From an optimization exercise on the open Yosys and OpenROAD flow, aimed at a short achievable clock period and few clock cycles; shortcuts taken in it are not production practice. Function was checked by simulation only, so behaviour that the tests miss may differ from the original. Power is estimated from default activity; no workload was simulated.

== old ==
==> flow/design.v (excerpt) <==
module cpu_top (
    input  wire        clk,
    input  wire        reset,
    output wire [11:0] imem_addr,
    input  wire [17:0] imem_data,
    output wire [11:0] dmem_addr,
    output wire [17:0] dmem_wdata,
    output wire        dmem_we,
    input  wire [17:0] dmem_rdata,
    output wire        halted
);
    reg [11:0] pc;
    reg [17:0] ir;
    reg        ir_v;
    reg [11:0] ir_pc1;         
    reg        x_v;
    reg [17:0] x_a, x_b, x_c;
    reg        x_add, x_sub, x_lgc, x_nor, x_shf, x_sra, x_pass;
    reg        x_wen;          
    reg        x_cmov;         
    reg [3:0]  x_wa;
    reg        x_ld, x_st, x_push, x_halt;
    reg [3:0]  x_rd;
    reg [11:0] m_addr;
    reg [17:0] m_wdata;
    reg        m_we;
    reg        m_ld;
    reg [3:0]  m_rd;
    reg        halted_r;
    reg [17:0] R [0:15];
    wire [4:0]  f_op   = imem_data[17:13];
    wire        f_jmp  = (f_op[4:1] == 4'b0101);                
    wire [11:0] pc1    = pc + 12'd1;
    wire [12:0] f_sj   = {pc, 1'b1} + {imem_data[11:0], 1'b1};    
    wire [12:0] f_sl   = {pc, 1'b1} + {{3{imem_data[8]}}, imem_data[8:0], 1'b1};  
    wire [11:0] f_next = !f_jmp   ? pc1 :
                         f_op[0]  ? f_sl[12:1] : f_sj[12:1];
    wire [17:0] s_add = x_a + x_b;
  ...
For scale: roughly 440 flip-flops, about 0.031 sq mm of cells after synthesis.
clock: 10.0 ns
lec_check: 0
abc_clock_period_in_ps: 2500
cap_margin: 20
core_margin: 2
core_utilization: 40
place_density: 0.6
setup_slack_margin: 5
slew_margin: 20
run.sh (not shown) runs the stock make flow with config.mk's settings and CLKGATE_MAP_FILE= SYNTH_SCRIPT=/design/flow/synth_recipe.tcl, a recipe that flattens the netlist after the stock synthesis.
old reached the end of the flow, and the finished layout is clean on the timing, DRC and antenna checks.
Testbench counts of old, summed over its fixed seeds: cycles 23,491.
For new, these inputs were changed with respect to old:
- SETUP_SLACK_MARGIN removed (was 5)
- TNS_END_PERCENT newly set to 100
==> flow/flow/run.sh (new file) <==
#!/bin/bash
# The standard layout, with timing repair aimed at a period well under the
# 10 ns clock (setup margin 7 ns), so the resizer works on the paths that set
# the achieved period. The clock, constraints and synthesis are unchanged.
set -euo pipefail
bash standard.sh SETUP_SLACK_MARGIN=7 finish > standard_make.log 2>&1
==> flow/standard.sh (new file) <==
#!/bin/bash
# synth_recipe.tcl (not shown) runs the flow's synth.tcl, then flattens the netlist and writes it again
# the make line also repeats each setting of config.mk as NAME=value (left out here)
make -C /OpenROAD-flow-scripts/flow DESIGN_CONFIG=/design/flow/config.mk WORK_HOME=/design/flow/orfs CLKGATE_MAP_FILE= SYNTH_SCRIPT=/design/flow/synth_recipe.tcl "${@:-finish}"
removed: flow/run.sh
Notes after the runs:
- In summary, new completed successfully, with a layout that passed the timing, DRC and antenna checks.
- Compared new vs old, and final area is up in new.
- Summary of new over old: final hold slack dropped 0.010 ns, fmax +42%, sequential share of layout area lost 3.6 points, synthesized-area fraction occupied by xor and xnor cells flat.


== beta ==
The RTL this note starts from:
==> flow/design.v <==
module cpu_top (
    input  wire        clk,
    input  wire        reset,
    output wire [11:0] imem_addr,
    input  wire [17:0] imem_data,
    output wire [11:0] dmem_addr,
    output wire [17:0] dmem_wdata,
    output wire        dmem_we,
    input  wire [17:0] dmem_rdata,
    output wire        halted
);
    reg        stall_r;        
    reg        f_long;         
    reg [11:0] pc1;            
    reg [17:0] ir;
    reg        ir_v;
    reg [11:0] ir_pc1;         
    reg [15:0] ra_oh, rb_oh, rc_oh;   
    reg        x_v;
    reg [17:0] x_a, x_b, x_c;
    reg        x_add, x_sub, x_lgc, x_nor, x_shf, x_sra, x_pass;
    reg        x_wen;          
    reg        x_cmov;         
    reg [3:0]  x_wa;
    reg        x_ld, x_st, x_push, x_halt;
    reg [3:0]  x_rd;
    reg [11:0] m_addr;
    reg [17:0] m_wdata;
    reg        m_ld;
    reg [3:0]  m_rd;
    reg        m_wea;          
    reg [3:0]  m_wa;
    reg [17:0] m_res;
    reg        halted_r;
    reg [11:0] pc_o;
    reg        we_o;
    reg        halted_o;
    reg [17:0] R [0:15];
    wire [4:0]  f_op   = imem_data[17:13];
    wire        f_jmp  = (f_op[4:1] == 4'b0101);                
    localparam JK = 6;
    wire [11:0] f_off  = f_op[0] ? {{3{imem_data[8]}}, imem_data[8:0]}    
                                 : imem_data[11:0];                       
    wire [JK-1:0] f_l0   = pc1[JK-1:0] + f_off[JK-1:0];
    wire [JK+1:0] f_l1s  = {1'b0, pc1[JK-1:0], 1'b1} + {1'b0, f_off[JK-1:0], 1'b1};
    wire [JK:0]   f_l1   = f_l1s[JK+1:1];                                 
    wire          f_near = (f_off[11:JK] == {(12-JK){1'b0}}) & ~f_l1[JK];
    wire [11:0] f_t0   = {pc1[11:JK], f_l0};                              
    wire [11:0] f_t1   = {pc1[11:JK], f_l1[JK-1:0]};                      
    wire [11:0] pc2    = pc1 + 12'd1;
    wire [17:0] s_add = x_a + x_b;
    wire [17:0] s_sub = x_a - x_b;
    wire [17:0] lgc   = x_nor ? ~(x_a | x_b) : ~(x_a & x_b);
    wire [18:0] shx   = $signed({x_sra & x_a[17], x_a}) >>> x_b[4:0];
    wire [17:0] x_res = ({18{x_add}}  & s_add)
                      | ({18{x_sub}}  & s_sub)
                      | ({18{x_lgc}}  & lgc)
                      | ({18{x_shf}}  & shx[17:0])
                      | ({18{x_pass}} & x_a)
                      | ({18{x_cmov}} & ((x_b != 18'd0) ? x_a : x_c));
    wire        x_we  = x_v & x_wen;
    wire [4:0]  op  = ir[17:13];
    wire [3:0]  rd  = ir[12:9];
    wire [3:0]  rs1 = ir[8:5];
    wire [3:0]  rs2 = ir[4:1];
    wire [17:0] sx  = {{13{ir[4]}}, ir[4:0]};
    wire [11:0] r_off = op[0] ? {{3{ir[8]}}, ir[8:0]} : ir[11:0];
    wire [11:0] r_t0  = ir_pc1 + r_off;
    wire [12:0] r_t1s = {ir_pc1, 1'b1} + {r_off, 1'b1};
    wire [11:0] r_t1  = r_t1s[12:1];
    wire d_rr    = (op[4:3] == 2'b00) && (op[2:1] != 2'b11);    
    wire d_imm   = (op == 5'd6) || (op == 5'd7) || (op == 5'd8) || (op == 5'd9);
    wire d_add   = (op == 5'd0) || (op == 5'd6);
    wire d_sub   = (op == 5'd1) || (op == 5'd7);
    wire d_lgc   = (op == 5'd2) || (op == 5'd3) || (op == 5'd8) || (op == 5'd9);
    wire d_shf   = (op == 5'd4) || (op == 5'd5);
    wire d_jal   = (op == 5'd11);
    wire d_ld    = (op == 5'd12);
    wire d_st    = (op == 5'd13);
    wire d_push  = (op == 5'd14);
    wire d_pop   = (op == 5'd15);
    wire d_lui   = (op == 5'd16);
    wire d_cmov  = (op == 5'd17);
    wire d_halt  = (op == 5'd31);
    wire use_sp  = d_push | d_pop;
    wire [3:0] f_rd  = imem_data[12:9];
    wire [3:0] f_rs1 = imem_data[8:5];
    wire [3:0] f_rs2 = imem_data[4:1];
    wire f_use_rs1 = (f_op <= 5'd9) | (f_op == 5'd12) | (f_op == 5'd13) | (f_op == 5'd17);
    wire f_use_rs2 = (f_op <= 5'd5) | (f_op == 5'd17);
    wire f_use_rd  = (f_op == 5'd13) | (f_op == 5'd14) | (f_op == 5'd17);  
    wire f_use_sp  = (f_op == 5'd14) | (f_op == 5'd15);
    wire f_dep = (f_use_rs1 & (f_rs1 == rd)) | (f_use_rs2 & (f_rs2 == rd)) |
                 (f_use_rd  & (f_rd  == rd)) | (f_use_sp  & (rd == 4'd15));
    wire run   = ir_v & ~halted_r;
    wire stall = stall_r;
    wire go    = run & ~stall_r & ~(x_v & x_halt);
    wire [3:0] ra = use_sp ? 4'd15 : rs1;
    function [17:0] rfsel(input [15:0] oh);
        integer j;
        begin
            rfsel = 18'd0;
            for (j = 0; j < 16; j = j + 1)
                rfsel = rfsel | ({18{oh[j]}} & R[j]);
        end
    endfunction
    function [17:0] rdreg(input [3:0] n, input [17:0] rf);
        if (x_we && x_wa == n)
            rdreg = x_res;
        else if (m_ld && m_rd == n)
            rdreg = dmem_rdata;
        else if (m_wea && m_wa == n)
            rdreg = m_res;
        else
            rdreg = rf;
    endfunction
    wire [17:0] va = rdreg(ra,  rfsel(ra_oh));
    wire [17:0] vb = rdreg(rs2, rfsel(rb_oh));
    wire [17:0] vc = rdreg(rd,  rfsel(rc_oh));
    wire [17:0] d_a = d_lui ? {ir[8:0], 9'd0} :
                      d_jal ? {6'd0, ir_pc1}  : va;
    wire [17:0] d_b = (d_imm | d_ld | d_st) ? sx :
                      (d_push | d_pop) ? 18'd1 : vb;    
    wire        n_long = f_long;
    wire        n_hold = ~f_long & stall_r;
    wire        n_seq  = ~f_long & ~stall_r & ~f_jmp;
    wire        n_jmp  = ~f_long & ~stall_r &  f_jmp;
    wire [11:0] pc_next  = ({12{n_long}} & r_t0) | ({12{n_hold}} & pc_o)
                         | ({12{n_seq}}  & pc1)  | ({12{n_jmp}}  & f_t0);
    wire [11:0] pc1_next = ({12{n_long}} & r_t1) | ({12{n_hold}} & pc1)
                         | ({12{n_seq}}  & pc2)  | ({12{n_jmp}}  & f_t1);
    always @(posedge clk or posedge reset) begin
        if (reset) begin
            pc1     <= 12'd1;
            f_long  <= 1'b0;
            stall_r <= 1'b0;
        end else begin
            pc1 <= pc1_next;
            f_long <= ~f_long & ~stall & f_jmp & ~f_near;
            stall_r <= go & (d_ld | d_pop) & ~f_long & f_dep;
        end
    end
    always @(posedge clk) begin
        if (reset) begin
            pc_o     <= 12'd0;
            we_o     <= 1'b0;
            halted_o <= 1'b0;
        end else begin
            pc_o <= pc_next;
            we_o     <= x_v & x_st;
            halted_o <= halted_r | (x_v & x_halt);
        end
    end
    always @(posedge clk or posedge reset) begin
        if (reset)
            ir_v <= 1'b0;
        else if (f_long)
            ir_v <= 1'b0;
        else if (!stall)
            ir_v <= 1'b1;
    end
    always @(posedge clk) begin
        if (!stall) begin
            ir     <= imem_data;
            ir_pc1 <= pc1;
            ra_oh  <= f_use_sp ? 16'h8000 : 16'd1 << f_rs1;
            rb_oh  <= 16'd1 << f_rs2;
            rc_oh  <= 16'd1 << f_rd;
        end
    end
    always @(posedge clk or posedge reset) begin
        if (reset)
            x_v <= 1'b0;
        else
            x_v <= go;
    end
    always @(posedge clk) begin
        x_a    <= d_a;
        x_b    <= d_b;
        x_c    <= vc;
        x_add  <= d_add | d_ld | d_st | d_pop;
        x_sub  <= d_sub | d_push;
        x_lgc  <= d_lgc;
        x_nor  <= op[0];
        x_shf  <= d_shf;
        x_sra  <= op[0];
        x_pass <= d_lui | d_jal;
        x_wen  <= d_rr | d_imm | d_lui | d_jal | d_push | d_pop | d_cmov;
        x_cmov <= d_cmov;
        x_wa   <= use_sp ? 4'd15 : rd;
        x_ld   <= d_ld | d_pop;
        x_st   <= d_st | d_push;
        x_push <= d_push;
        x_halt <= d_halt;
        x_rd   <= rd;
    end
    always @(posedge clk or posedge reset) begin
        if (reset) begin
            halted_r <= 1'b0;
            m_ld     <= 1'b0;
            m_wea    <= 1'b0;
        end else begin
            if (x_v & x_halt)
                halted_r <= 1'b1;
            m_ld    <= x_v & x_ld;
            m_wea   <= x_we;
        end
    end
    always @(posedge clk) begin
        m_addr  <= x_push ? x_a[11:0] : s_add[11:0];
        m_wdata <= x_c;
        m_rd    <= x_rd;
        m_wa    <= x_wa;
        m_res   <= x_res;
    end
    integer i;
    always @(posedge clk or posedge reset) begin
        if (reset) begin
            for (i = 0; i < 16; i = i + 1)
                R[i] <= 18'd0;
        end else begin
            for (i = 0; i < 16; i = i + 1) begin
                if (m_ld && m_rd == i[3:0])
                    R[i] <= dmem_rdata;
                else if (m_wea && m_wa == i[3:0])
                    R[i] <= m_res;
            end
        end
    end
    assign imem_addr  = pc_o;
    assign dmem_addr  = m_addr;
    assign dmem_wdata = m_wdata;
    assign dmem_we    = we_o;
    assign halted     = halted_o;
endmodule
export LEC_CHECK = 0
export ABC_CLOCK_PERIOD_IN_PS = 2500
export CAP_MARGIN = 20
export CORE_MARGIN = 2
export CORE_UTILIZATION = 40
export CTS_CLUSTER_DIAMETER = 120
export CTS_CLUSTER_SIZE = 16
export PLACE_DENSITY = 0.6
export SLEW_MARGIN = 20
export TNS_END_PERCENT = 100
create_clock -name core_clock -period 10.0 [get_ports {clk}]
standard.sh (not shown) runs the stock make flow with config.mk's settings and CLKGATE_MAP_FILE= SYNTH_SCRIPT=/design/flow/synth_recipe.tcl, a recipe that flattens the netlist after the stock synthesis.
==> flow/flow/run.sh <==
#!/bin/bash
# The standard layout, with two changes to how it is made:
#  - timing repair aims at a period well under the 10 ns clock (setup
#    margin 7 ns), so the resizer works on the paths that set the achieved
#    period;
#  - the resizer may swap a cell for a drive strength with a different
#    footprint (MATCH_CELL_FOOTPRINT 0); placement is legalised after it.
# Synthesis, clock, constraints and all other steps are unchanged.
set -euo pipefail
bash standard.sh SETUP_SLACK_MARGIN=7 MATCH_CELL_FOOTPRINT=0 finish > standard_make.log 2>&1
Both conditions hold for beta: the flow ran to the end and the final layout passed the timing, DRC and antenna checks.
Testbench counts of beta, summed over its fixed seeds: cycles 23,576.
Edits applied to the flow inputs when going from beta to delta:
- removing CTS_CLUSTER_DIAMETER (formerly 120)
- removing CTS_CLUSTER_SIZE (formerly 16)
==> flow/flow/run.sh <==
#!/bin/bash
# The standard layout, with three changes to how it is made:
#  - timing repair aims at a period well under the 10 ns clock (setup
#    margin 7 ns), so the resizer works on the paths that set the achieved
#    period;
#  - the resizer may swap a cell for a drive strength with a different
#    footprint (MATCH_CELL_FOOTPRINT 0); placement is legalised after it;
#  - synthesis leaves adders to ABC instead of mapping them to the
#    library's full/half-adder cells (ADDER_MAP_FILE empty). Registers,
#    their names and cell types are the same as the standard synthesis's.
# The clock, constraints and all other steps are unchanged.
set -euo pipefail
bash standard.sh SETUP_SLACK_MARGIN=7 MATCH_CELL_FOOTPRINT=0 ADDER_MAP_FILE= finish > standard_make.log 2>&1
Post-synthesis instance total: delta > beta
Comparing beta and delta, the higher routed wire length is on delta.
pc_o[2] as the launching instance or port of the critical path was reported by beta, and pc_o[6] by delta.
In the flow results for beta and delta, the average vias per placed instance is smaller on delta.
Post-layout instance count excluding filler cells delta for delta relative to beta: 141 higher
Between beta and delta, the flow reports non-clock inverter instance count of the final layout decreasing by more than a quarter.
Comparing beta and delta, the lower netlist area before placement is on beta.


## P
cpu_top, a different RTL version from the one above (not shown whole).
Size: ~3800 cells after synthesis, about 480 flip-flops, about 33000 µm² of cells after synthesis.
## cpu_top
module cpu_top (
    input  wire        clk,
    input  wire        reset,
    output wire [11:0] imem_addr,
    input  wire [17:0] imem_data,
    output wire [11:0] dmem_addr,
    output wire [17:0] dmem_wdata,
    output wire        dmem_we,
    input  wire [17:0] dmem_rdata,
    output wire        halted
);
export LEC_CHECK = 0
export ABC_CLOCK_PERIOD_IN_PS = 2500
export CAP_MARGIN = 20
export CORE_MARGIN = 2
export CORE_UTILIZATION = 40
export PLACE_DENSITY = 0.6
export SLEW_MARGIN = 20
export TNS_END_PERCENT = 100
create_clock -name core_clock -period 10.0 [get_ports {clk}]
==> flow/flow/run.sh <==
#!/bin/bash
# The standard layout, with timing repair aimed at a period well under the
# 10 ns clock (setup margin 7 ns), so the resizer works on the paths that
# set the achieved period. Synthesis, clock, constraints and all other
# steps are unchanged.
set -euo pipefail
bash standard.sh SETUP_SLACK_MARGIN=7 finish > standard_make.log 2>&1
P: done, clean on timing, DRC and antenna
Testbench counts of P, summed over its fixed seeds: cycles 23,505.
Setup changes, P to Q
==> flow/flow/run.sh <==
#!/bin/bash
# The standard layout, with two changes to how it is made:
#  - timing repair aims at a period well under the 10 ns clock (setup
#    margin 7 ns), so the resizer works on the paths that set the achieved
#    period;
#  - the resizer may swap a cell for a drive strength with a different
#    footprint (MATCH_CELL_FOOTPRINT 0); placement is legalised after it.
# Synthesis, clock, constraints and all other steps are unchanged.
set -euo pipefail
bash standard.sh SETUP_SLACK_MARGIN=7 MATCH_CELL_FOOTPRINT=0 finish > standard_make.log 2>&1
==> results.txt <==
Changes observed in Q relative to P: synthesized area has remained practically unchanged, post-CTS setup buffer count has increased. Relative to P, number of vias in the routed layout has decreased by 523 in Q. Comparing Q against P, there is no change at all in number of tapcells. Q -> P: non-filler instance count after layout flat. Q against P: power in the clock group -about 2%, smallest hold slack flat.

[afterwards: timing with drivers on the ports]
How much do the figures lean on ideal ports? The routed layouts below were timed once more, with nothing changed but the port constraints.
Step 1 sets driving cells, clkbuf_16 on the clock port and buf_2 on the other inputs (assumed; they add their load-dependent delay and slew).
Step 2, shift: input delay + t, output delay - t, t = (earliest + latest rising clock arrival at the registers) / 2. This alone moves slack from input paths to output paths.
a / b / c = no drivers / after step 1 / after step 2; a / b = the first two.
| run | t (ns) | setup slack, ns | worst hold slack (ns) |
|---|---|---|---|
| old | 0.707 | 5.238 / 5.238 / 5.195 | 0.348 / 0.348 / 0.348 |
| new | 0.707 | 6.647 / 6.647 / 6.025 | 0.338 / 0.338 / 0.338 |
| beta | 0.670 | 6.931 / 6.866 / 6.371 | 0.275 / 0.275 / 0.275 |
| delta | 0.740 | 6.863 / 6.797 / 6.263 | 0.326 / 0.326 / 0.326 |
| P | 0.703 | 6.640 / 6.639 / 5.936 | 0.325 / 0.325 / 0.325 |
| Q | 0.702 | 6.668 / 6.668 / 6.118 | 0.324 / 0.324 / 0.324 |
After both steps setup and hold are still met in every run listed. The setup slack of P, which loses most, moves by -0.001 ns with the drivers and by -0.704 ns with both steps.
